Source: an optimization exercise on an open RTL-to-GDS flow (aim: small area, a short achievable clock period and few clock cycles). Production flows keep margins and buffers that such runs may drop. No run shown here included a check of the RTL's function; only the layout flow was run.

**design/flow/config.mk**
```make
export PLATFORM = sky130hd
export DESIGN_NAME = Top_lvl
export DESIGN_NICKNAME = Top_lvl
export VERILOG_FILES = /design/flow/design.v
export SDC_FILE = /design/flow/constraint.sdc
export NUM_CORES = 4
export LEC_CHECK = 0
export CAP_MARGIN = 20
export CORE_MARGIN = 2
export CORE_UTILIZATION = 40
export CTS_CLUSTER_DIAMETER = 60
export CTS_CLUSTER_SIZE = 24
export SETUP_SLACK_MARGIN = 2.5
export SLEW_MARGIN = 20
export SYNTH_HIERARCHICAL = 1
export SYNTH_MINIMUM_KEEP_SIZE = 0
```
**design/flow/constraint.sdc**
```tcl
create_clock -name core_clock -period 7.5 [get_ports {clk}]
set_input_delay 1.5000 -clock core_clock [delete_from_list [all_inputs] [get_ports {clk}]]
set_output_delay 1.5000 -clock core_clock [all_outputs]
set_load 0.01 [all_outputs]
```
**design/flow/design.v**
```verilog
module Next_addr #(parameter N = 6) (md, w4, n3, bud, a, b, start, sv0, sv1, sv2, d8, sb, addr);
input [N-1:0] md, a, b;
input [3:0] w4;                 
input [2:0] n3;                 
input [6:0] bud;                
input start, sv0, sv1, sv2, d8, sb;
output [N-1:0] addr;
wire gone = (bud[6:4] == 3'd0) && (w4 > bud[3:0]);
wire useb = sb || (sv1 && !gone && !d8) || (sv2 && n3 != 3'd0);
wire [N-1:0] m = sv0 ? md : useb ? b : a;
assign addr = start ? {N{1'b0}} : m;
endmodule
module Top_lvl (clk,start,mem_addr,mem_data,MIN_WEIGHT,MIN_PATH_NODES,donee);
input clk,start;
output [17:0] mem_addr;
input [17:0] mem_data;
output [14:0] MIN_WEIGHT;
output [17:0] MIN_PATH_NODES;  
output reg donee;
localparam V0=3'd0, V1=3'd1, V2=3'd2, WK=3'd3, DN=3'd4, FIN=3'd5, WK2=3'd6;
reg [2:0] st;
reg [3:0] d;             
reg [17:0] x;            
reg [14:0] bud;          
reg pr;                  
reg [14:0] wmin;         
reg [17:0] best;         
reg [3:0] bd;            
reg [2:0] T;             
reg tv;                  
reg [17:0] S [1:7];      
reg [1:0]  R [1:7];      
reg [14:0] W [1:7];      
reg tv2;
reg [2:0] T2;
integer l;
always @* begin
  tv2 = 1'b0; T2 = 3'd1;
  for (l = 1; l <= 7; l = l + 1)
    if (l < T && R[l] != 2'd0) begin tv2 = 1'b1; T2 = l; end
end
wire [2:0] bdm1 = bd[2:0] - 3'd1;       
wire [17:0] sr = S[T];
wire [1:0] RT = R[T];
wire [17:0] nx1 = sr + 18'd1;           
wire [17:0] xk = (st == V2) ? x + 18'd1 : x;    
wire [17:0] best1 = best + 18'd1;       
wire [11:0] w = mem_data[11:0];
wire [2:0] nc = mem_data[2:0];
wire prune = (bud[14:12] == 3'd0) && (w >= bud[11:0]);
wire gone = (bud[14:12] == 3'd0) && (w[11:8] > bud[11:8]);    
wire end1 = gone || d[3];               
wire end2 = pr || (nc == 3'd0);
wire v1 = (st == V1), v2 = (st == V2);
wire [14:0] bw = bud - {3'b000, w};     
wire [2:0] dm1 = d[2:0] - 3'd1;         
wire [14:0] wp = wmin - ((st == V0) ? W[dm1] : v1 ? bw : bud);
wire fin = (v1 && end1) || (v2 && end2);    
wire leaf = fin && !(v1 ? prune : pr);      
wire over = (fin && !tv && !leaf) || (st == FIN);    
wire [17:0] na = tv ? nx1 : best1;      
genvar g;
generate for (g = 0; g < 3; g = g + 1) begin : ad
  Next_addr #(.N(6)) nad (.md(mem_data[6*g +: 6]), .w4(mem_data[11:8]), .n3(mem_data[2:0]),
    .bud(bud[14:8]), .a(na[6*g +: 6]), .b(xk[6*g +: 6]), .start(start), .sv0(st == V0),
    .sv1(v1), .sv2(v2 && !pr), .d8(d[3]), .sb(st == WK2), .addr(mem_addr[6*g +: 6]));
end endgenerate
assign MIN_WEIGHT = wmin;
assign MIN_PATH_NODES = (st != DN || d == 4'd1) ? 18'd0 : (d > bd) ? 18'h3FFFF : sr;
reg sw, rw, ww;
reg [2:0] si;
reg [17:0] sd;
reg [1:0] rd;
always @* begin
  sw = 1'b0; rw = 1'b0; ww = 1'b0; si = d[2:0]; sd = xk; rd = nc[1:0] - 2'd1;
  if (v2 && !end2) begin sw = 1'b1; rw = 1'b1; ww = 1'b1; end
  if (fin && tv) begin sw = 1'b1; rw = 1'b1; si = T; sd = nx1; rd = RT - 2'd1; end
  if (over) begin sw = (bd >= 4'd2); si = bdm1; sd = best; end
  if (st == WK) begin sw = 1'b1; si = dm1; sd = mem_data; end
end
always @(posedge clk) begin
  if (sw) S[si] <= sd;
  if (rw) R[si] <= rd;
  if (ww) W[si] <= wp;
end
always @(posedge clk) begin
  if (start) begin
    st <= V1; d <= 4'd1; x <= 18'd2;
    bud <= 15'h7FFF; wmin <= 15'h7FFF; donee <= 1'b0; tv <= 1'b0;
  end else begin
    case (st)
      V0: begin
        x <= mem_data + 18'd2;
        bud <= wp;
        st <= V1;
      end
      V1: begin
        bud <= bw;
        pr <= prune;
        if (!end1) st <= V2;
      end
      V2: if (!end2) begin
        d <= d + 4'd1;
        st <= V0;
        if (nc[2:1] != 2'b00) begin T <= d[2:0]; tv <= 1'b1; end
      end
      WK: begin
        x <= mem_data + 18'd1;
        d <= d - 4'd1;
        st <= WK2;
        if (d == 4'd2) begin st <= DN; d <= 4'd2; T <= 3'd1; end
      end
      WK2: begin
        st <= WK;
        if (d == 4'd2) donee <= 1'b1;
      end
      DN: begin
        if (d <= 4'd8) d <= d + 4'd1;
        T <= T + 3'd1;
      end
      default: ;
    endcase
    if (leaf) begin wmin <= wp; best <= x - 18'd2; bd <= d; end
    if (fin) begin
      if (tv) begin
        d <= {1'b0, T} + 4'd1;
        st <= V0;
        if (RT == 2'd1) begin T <= T2; tv <= tv2; end
      end else if (leaf) st <= FIN;
    end
    if (over) begin
      d <= bd - 4'd1;
      if (bd >= 4'd3) begin
        st <= WK;
        if (bd == 4'd3) donee <= 1'b1;
      end else begin
        st <= DN; donee <= 1'b1; d <= 4'd1; T <= 3'd0;
      end
    end
  end
end
endmodule  
```
**design/flow/run.sh**
```bash
#!/bin/bash
# synth_recipe.tcl (not shown) runs the flow's synth.tcl, then flattens the netlist and writes it again
# the make line also repeats each setting of config.mk as NAME=value (left out here)
make -C /OpenROAD-flow-scripts/flow DESIGN_CONFIG=/design/flow/config.mk WORK_HOME=/design/flow/orfs CLKGATE_MAP_FILE= SYNTH_SCRIPT=/design/flow/synth_recipe.tcl finish
```
==> results.toml, run 1 <==
[final_layout]
flow.area_growth_from_synthesis_pct = 23.1
ff_latch_area_um2 = 9420
drive_above_1_share = 0.234
fillerInstances = 4089
fin_nets = 1989
final_core_utilization = 0.499
antenna-diode-count = 0
multi_input_area_um2 = 9940

[place]
io_buffers = 71
dp_wirelength_mm = 38.0
gp_congestion = 1.00
dp_slack_ns = 1.24

[logic_synthesis]
yosys.area_share.xor_xnor = 0.0478
synth_most_common_cell = "sky130_fd_sc_hd__edfxtp_1"
synth-edff-count = 273
syn_nets = 1856
area_share_of_and_or_nand_nor_cells_after_synthesis = 0.131
ys_seq_elements = 333
yosysWarnings = 7
synth-compound-area-share = 0.154
synth_top_area_frac = 0.435
postSynth.topFlopCell = "sky130_fd_sc_hd__edfxtp_1"
yosysSeqAreaShare = 0.498
synth_cells = 1761
ys_types = 85
synth_top_cells_by_count = "sky130_fd_sc_hd__edfxtp_1 (273), sky130_fd_sc_hd__nor2_1 (177), sky130_fd_sc_hd__nand2_1 (126)"
synth_top_family_by_area = "compound AO/OA/AOI/OAI gates"
yosys-mux-area-fraction = 0.0762
synth_largest_area_cell = "sky130_fd_sc_hd__edfxtp_1"
mappedNetlistArea_um2 = 18900
synth_adder_area_share = 0.0506
synth-async-reset-ratio = 0
netlist_top_cells_area = "sky130_fd_sc_hd__edfxtp_1 (43%), sky130_fd_sc_hd__dfxtp_1 (6.4%), sky130_fd_sc_hd__ha_1 (4.8%), sky130_fd_sc_hd__mux2i_1 (3.6%), sky130_fd_sc_hd__nor2_1 (3.5%)"
syn-mean-instance-area_um2 = 10.7

[clocking]
postCtsHoldBufs = 0
htreeDepth = 1
clk-insertion-delay-late_ns = 0.59
tritoncts = "done"
numCtsBuffers = 28
cts-root-to-sink-buffers = 3
cts_sinks = 333
ctsRootBufferMaster = "sky130_fd_sc_hd__clkbuf_16"
clk_pin_slew_ns = 0.09

[critical_path]
crit_type = "flip-flop to primary output"
cpMaxStageDelayCell = "sky130_fd_sc_hd__mux4_2"
register_to_register_setup_slack_ns = 2.71
cp_common_cell = "sky130_fd_sc_hd__buf_6"
cp.required_ns = 6.00
worstSetupStartpointType = "flip-flop"
endpoint_kind_of_the_worst_setup_timing_path = "primary output"
crit_fanout = 7
worstReg2RegStart = "d[2]"
r2r_cells = 16
slowest_stage_delay_cp_ns = 0.55
timing.rr.end = "wmin[14]"
cp_cell_sequence = "buf_6 -> buf_6 -> mux4_2 -> nand2_2 -> o32a_4 -> buf_4 -> nor2_1 -> xnor2_1 -> nand2_1 -> o21ai_0 -> or2_2 -> a2111oi_4 -> a211oi_4 -> dlygate4sd2_1"
critical_path_arrival_ns = 3.69

[sta]
unrepaired_setup_endpoints_after_global_routing = "true"
maxSlewHeadroom = 0.371
maxSlewViolCount = 0
timing.fmax_ghz = 0.193
worstMarginPinSlew_ns = 0.938
totalNegativeSetupSlack_ns = 0
minimum_clock_period_after_layout_ns = 5.19
final_min_period_over_clock_period = 0.692
setup_viol = 0
hold_viol_final = 0
worst_clock_skew_ns = 0.0376
postLayoutSetupSlackWorst_ns = 2.31

[min_path]
min_path_type = "flip-flop to flip-flop"
holdPathEnd = "wmin[2]"
timing.hold.worst_path_depth = 2
timing.hold.worst.start = "wmin[2]"

[detailed_routing]
drt_iter0_drc = 1468
post_detailed_route_count_of_antenna_violating_nets = 0
detail_route.first_pass.iterations = 6
routedWlPerCell_um = 22.3
vias_per_cell = 5.81
drt-total-wl_mm = 56.2
detail_route.drc_violations = 0
vias = 14671

[floorplanning]
initial_core_util = 0.405
fp.coreArea_um2 = 46600
design.die.area_um2 = 48900
num_io_pins = 72
die_w_um = 221
vert_die_dim_um = 221
standard_cell_rows = 79

[grt]
antenna_violations_before_repair = 2
largest_net_degree_at_the_start_of_global_routing = 42
first_global_vias = 14438
gr-usage-all-layers = 0.224
global_route.overflow_total = 0
grt_pass1_wl_mm = 85.9

[status]
run_status = "no timing/DRC/antenna violations"

[run]
timing.max_cap.violations = 0
[layout make-up]
type,count,area share
Multi-Input combinational cell,1241,0.428
Sequential cell,333,0.406
Timing Repair Buffer,196,0.0746
Tap cell,607,0.0327
Clock buffer,28,0.0302
Inverter,94,0.0154
Clock inverter,24,0.0132
[logic make-up after synthesis]
| kind of cell | Yosys count |
|---|---|
| buf+inv | 189 |
| xor+xnor | 103 |
| simple gates | 524 |
| flops | 333 |
| compound gates | 430 |
| fa+ha+maj | 75 |
| mux | 107 |
[critical path, delay by kind of cell, from the launching register on]
family          cells  cell delay (ns)
mux                 1             0.55
compound gates      4             0.69
simple gates        4             0.60
flops               1             0.46
xor+xnor            1             0.16
buf+inv             4             0.64
[flip-flops by register name (all words and copies together), names as in the netlist, named ones only]
name and count:
best 18, d 4, donee 1, st 3, R 16, W 105, wmin 15, bud 15
pr 1, x 18, T 3, S 126, bd 4, tv 1
[how the worst max path moves through the flow]
stage	startpoint	end	cells past startpoint
6_report	flip-flop	mem_addr[5]	14
5_1_grt	flip-flop	mem_addr[14]	16
4_1_cts	flip-flop	mem_addr[10]	13
3_5_place_dp	mem_data[2]	W[3][13]	17
3_3_place_gp	mem_data[9]	mem_addr[0]	7
2_1_floorplan	mem_data[9]	S[3][0]	12
[per-stage QoR]
stage          instance area [um^2]  hold slack (ns)  std cells
3_3_place_gp                  20300            0.482       2381
4_1_cts                       22800            0.513       2502
3_5_place_dp                  20300            0.499       2381
6_report                      23200            0.512       2523
5_1_grt                       23200            0.549       2523
2_1_floorplan                 18900            0.435       1761
[layer usage]
metal / global-route usage / vias to the layer above / part of all wire
li1: - / 6820 / -
met1: 0.316 / 7188 / 0.44
met2: 0.354 / 553 / 0.46
met3: 0.0311 / 110 / 0.069
met4: 0.0786 / 0 / 0.034
met5: 0 / - / 0
[what timing repair did]
item | 4_1_cts | 5_1_grt
buffers inserted | 66 | 19
gates cloned | 3 | 2
endpoints found under the setup margin | 429 | 388
gates resized for setup | 289 | 78
pin swaps | 57 | 34
[cell usage in the layout (no fill, tap or decap), drive strengths merged, types with 9 or more instances in the layout]
master	Yosys	layout
buf	33	140
o21ai	74	74
o31ai	11	11
nor3	53	53
inv	92	104
mux2i	67	67
mux2	13	13
nand2	126	126
a211oi	63	63
clkdlybuf4s50	0	40
clkinv	2	11
xnor2	56	56
nor2	177	177
a21oi	111	111
nor2b	13	13
mux4	27	27
nor4	14	14
nand4	16	16
o22ai	19	19
a22oi	11	11
clkbuf	62	35
or3	9	9
nand3	45	45
or2	25	25
xor2	47	49
and3	14	14
a21o	26	26
o21a	15	15
edfxtp	273	273
o211ai	27	27
a2111oi	19	19
ha	73	73
dfxtp	60	60
nand2b	11	11
==> run 2, diff against run 1 <==
--- a/design/flow/config.mk
+++ b/design/flow/config.mk
@@ -11,5 +11,5 @@
 export CTS_CLUSTER_DIAMETER = 60
 export CTS_CLUSTER_SIZE = 24
-export SETUP_SLACK_MARGIN = 2.5
+export SETUP_SLACK_MARGIN = 3.0
 export SLEW_MARGIN = 20
 export SYNTH_HIERARCHICAL = 1
==> run 2 against run 1 <==
Compared with the run above:
- sequential share of layout area down 3.3 points
- register-to-register slack better by 0.25 ns
- core utilization is 4.5 points higher
- flip-flop and latch count did not move
==> results.toml, run 2 <==
[floorplanning]
die_w_um = 221
design.die.area_um2 = 48900
vert_die_dim_um = 221
fp.coreArea_um2 = 46600
initial_core_util = 0.405
standard_cell_rows = 79
num_io_pins = 72

[grt]
largest_net_degree_at_the_start_of_global_routing = 40
antenna_violations_before_repair = 3
grt_pass1_wl_mm = 89.6
gr-usage-all-layers = 0.235
global_route.overflow_total = 0
first_global_vias = 14661

[final_layout]
mostFrequentLayoutCell = "sky130_fd_sc_hd__edfxtp_1"
registers.top_by_ff_count = "S"
flow.area_growth_from_synthesis_pct = 34.2
fin_nets = 2082
fillerInstances = 3832
largestRegisters = "S: 126 flops, W: 105 flops"
final_core_utilization = 0.544
drive_above_1_share = 0.312
largest_register_ffs = 126
layout_common_cells = "sky130_fd_sc_hd__edfxtp_1 (273), sky130_fd_sc_hd__nor2_1 (161), sky130_fd_sc_hd__buf_4 (142)"
stdcell_count = 2618

[clocking]
tritoncts = "done"
cts-root-to-sink-buffers = 3
ctsRootBufferMaster = "sky130_fd_sc_hd__clkbuf_16"
clk-insertion-delay-late_ns = 0.60
postCtsHoldBufs = 0
htreeDepth = 1
numCtsBuffers = 29
clk_pin_slew_ns = 0.08
cts_sinks = 333

[logic_synthesis]
yosysWarnings = 7
synth-async-reset-ratio = 0
postSynth.topFlopCell = "sky130_fd_sc_hd__edfxtp_1"
mappedNetlistArea_um2 = 18900
synth_most_common_cell = "sky130_fd_sc_hd__edfxtp_1"
ys_seq_elements = 333
yosysSeqAreaShare = 0.498
synth_top_cells_by_count = "sky130_fd_sc_hd__edfxtp_1 (273), sky130_fd_sc_hd__nor2_1 (177), sky130_fd_sc_hd__nand2_1 (126)"
synth_top_area_frac = 0.435
syn_nets = 1856
synth-edff-count = 273
synth_cells = 1761
ys_types = 85
synth_largest_area_cell = "sky130_fd_sc_hd__edfxtp_1"
syn-mean-instance-area_um2 = 10.7
netlist_top_cells_area = "sky130_fd_sc_hd__edfxtp_1 (43%), sky130_fd_sc_hd__dfxtp_1 (6.4%), sky130_fd_sc_hd__ha_1 (4.8%), sky130_fd_sc_hd__mux2i_1 (3.6%), sky130_fd_sc_hd__nor2_1 (3.5%)"

[place]
placed_cells_incl_taps = 2373
gp_congestion = 0.926
io_buffers = 71
dp_slack_ns = 1.07
dp_wirelength_mm = 38.6

[critical_path]
critical_path_arrival_ns = 3.60
crit_type = "flip-flop to primary output"
register_to_register_setup_slack_ns = 2.96
critical_path.top_delay_family = "simple AND/OR/NAND/NOR gates"
crit_fanout = 7
cp_cell_sequence = "buf_12 -> buf_4 -> mux2i_4 -> a211oi_4 -> nor2_4 -> nor4_4 -> and3_4 -> xnor2_1 -> nand2_1 -> o21ai_0 -> or2_4 -> a2111oi_4 -> a211oi_2 -> buf_2"
worstSetupStartpointType = "flip-flop"
cp.required_ns = 6.00
path_buf_inv = 3
cpMaxStageDelayCell = "sky130_fd_sc_hd__dfxtp_4"
slowest_stage_delay_cp_ns = 0.41
endpoint_kind_of_the_worst_setup_timing_path = "primary output"

[sta]
timing.fmax_ghz = 0.196
setup_viol = 0
hold_viol_final = 0
postLayoutSetupSlackWorst_ns = 2.40
worstMarginPinSlew_ns = 1.11
final_min_period_over_clock_period = 0.681
worst_clock_skew_ns = 0.0183
maxSlewHeadroom = 0.253
minimum_clock_period_after_layout_ns = 5.10
unrepaired_setup_endpoints_after_global_routing = "true"
totalNegativeSetupSlack_ns = 0
maxSlewViolCount = 0

[detailed_routing]
routedWlPerCell_um = 23.2
drt_iter0_drc = 1585
vias_per_cell = 5.86
drt-total-wl_mm = 60.8
detail_route.drc_violations = 0
detail_route.first_pass.iterations = 6
post_detailed_route_count_of_antenna_violating_nets = 0
vias = 15330

[min_path]
min_path_type = "flip-flop to flip-flop"

[run]
timing.max_cap.violations = 0

[status]
run_status = "no timing/DRC/antenna violations"
-- run 2: cell counts after synthesis --
Identical to the previous run, type by type.
-- run 2: per-layer routing --
layer / GRT usage / vias up / share of wire
met5: 0 / - / 0
met4: 0.0699 / 0 / 0.030
met3: 0.0394 / 106 / 0.072
met2: 0.381 / 654 / 0.47
met1: 0.325 / 7563 / 0.43
li1: - / 7007 / -
-- run 2: cell families (layout without fill, tap and decap cells) --
kind of cell | after synthesis | count (layout) | share of synthesized area
mux | 107 | 107 | 0.0762
fa+ha+maj | 75 | 75 | 0.0506
compound gates | 430 | 430 | 0.154
other cells | 0 | 1 | 0
flops | 333 | 333 | 0.498
buf+inv | 189 | 436 | 0.0417
simple gates | 524 | 524 | 0.131
xor+xnor | 103 | 105 | 0.0478
-- run 2: path summary, 6_finish.rpt --
kind	depth (start not counted)	endpoint	start
setup / recovery	14	mem_addr[13]	flip-flop
hold / removal	2	wmin[5]	wmin[5]
setup reg to reg	18	wmin[14]	d[1]
hold reg to reg	2	wmin[5]	wmin[5]
-- run 2: tightest hold or removal path: cells and delay by family, from the launching register on --
family	cells	cell delay [ns]
AND/OR/NAND/NOR	2	0.12
flip-flops	1	0.33
-- run 2: layout make-up --
| type | instances | area [um^2] | area share |
|---|---|---|---|
| clock buffer | 29 | 726 | 0.0287 |
| clock inverter | 25 | 380 | 0.0150 |
| multi-input combinational | 1241 | 10800 | 0.427 |
| tap | 607 | 759 | 0.0300 |
| timing repair buffer | 288 | 2850 | 0.113 |
| sequential | 333 | 9420 | 0.372 |
| antenna | 1 | 2.50 | 0.0000989 |
| inverter | 94 | 377 | 0.0149 |
-- run 2: stage by stage --
step	cell area (um^2)	hold WS, ns
5_1_grt	25300	0.529
4_1_cts	24200	0.503
3_5_place_dp	20500	0.486
3_3_place_gp	20500	0.486
2_1_floorplan	19200	0.435
6_report	25300	0.496
-- run 2: what timing repair did --
| item | in CTS | in global routing |
|---|---|---|
| pin swaps | 137 | 71 |
| gates resized for setup | 444 | 142 |
| endpoints found under the setup margin | 547 | 424 |
| setup buffers | 134 | 50 |
| gates cloned | 4 | 1 |

[what the ideal ports hide]
No port has a modelled driver above. Below, the same layouts with a new extraction and two added sets of constraints. Step 1 assumes that a clkbuf_16 drives the clock port and a buf_2 every other input. Step 2, shift: input delay + t, output delay - t, t = (earliest + latest rising clock arrival at the registers) / 2. This alone moves slack from input paths to output paths. Slacks: ideal ports / drivers / drivers and shift; pairs: ideal ports / drivers.
run | shift t [ns] | setup slack, ns | worst setup path at the end
run 1 | 0.636 | 2.311 / 2.251 / 2.035 | input to register
run 2 | 0.652 | 2.396 / 2.335 / 2.114 | input to register
After both steps setup and hold are still met in every run listed. The setup slack of run 2, which loses most, moves by -0.061 ns with the drivers and by -0.282 ns with both steps.
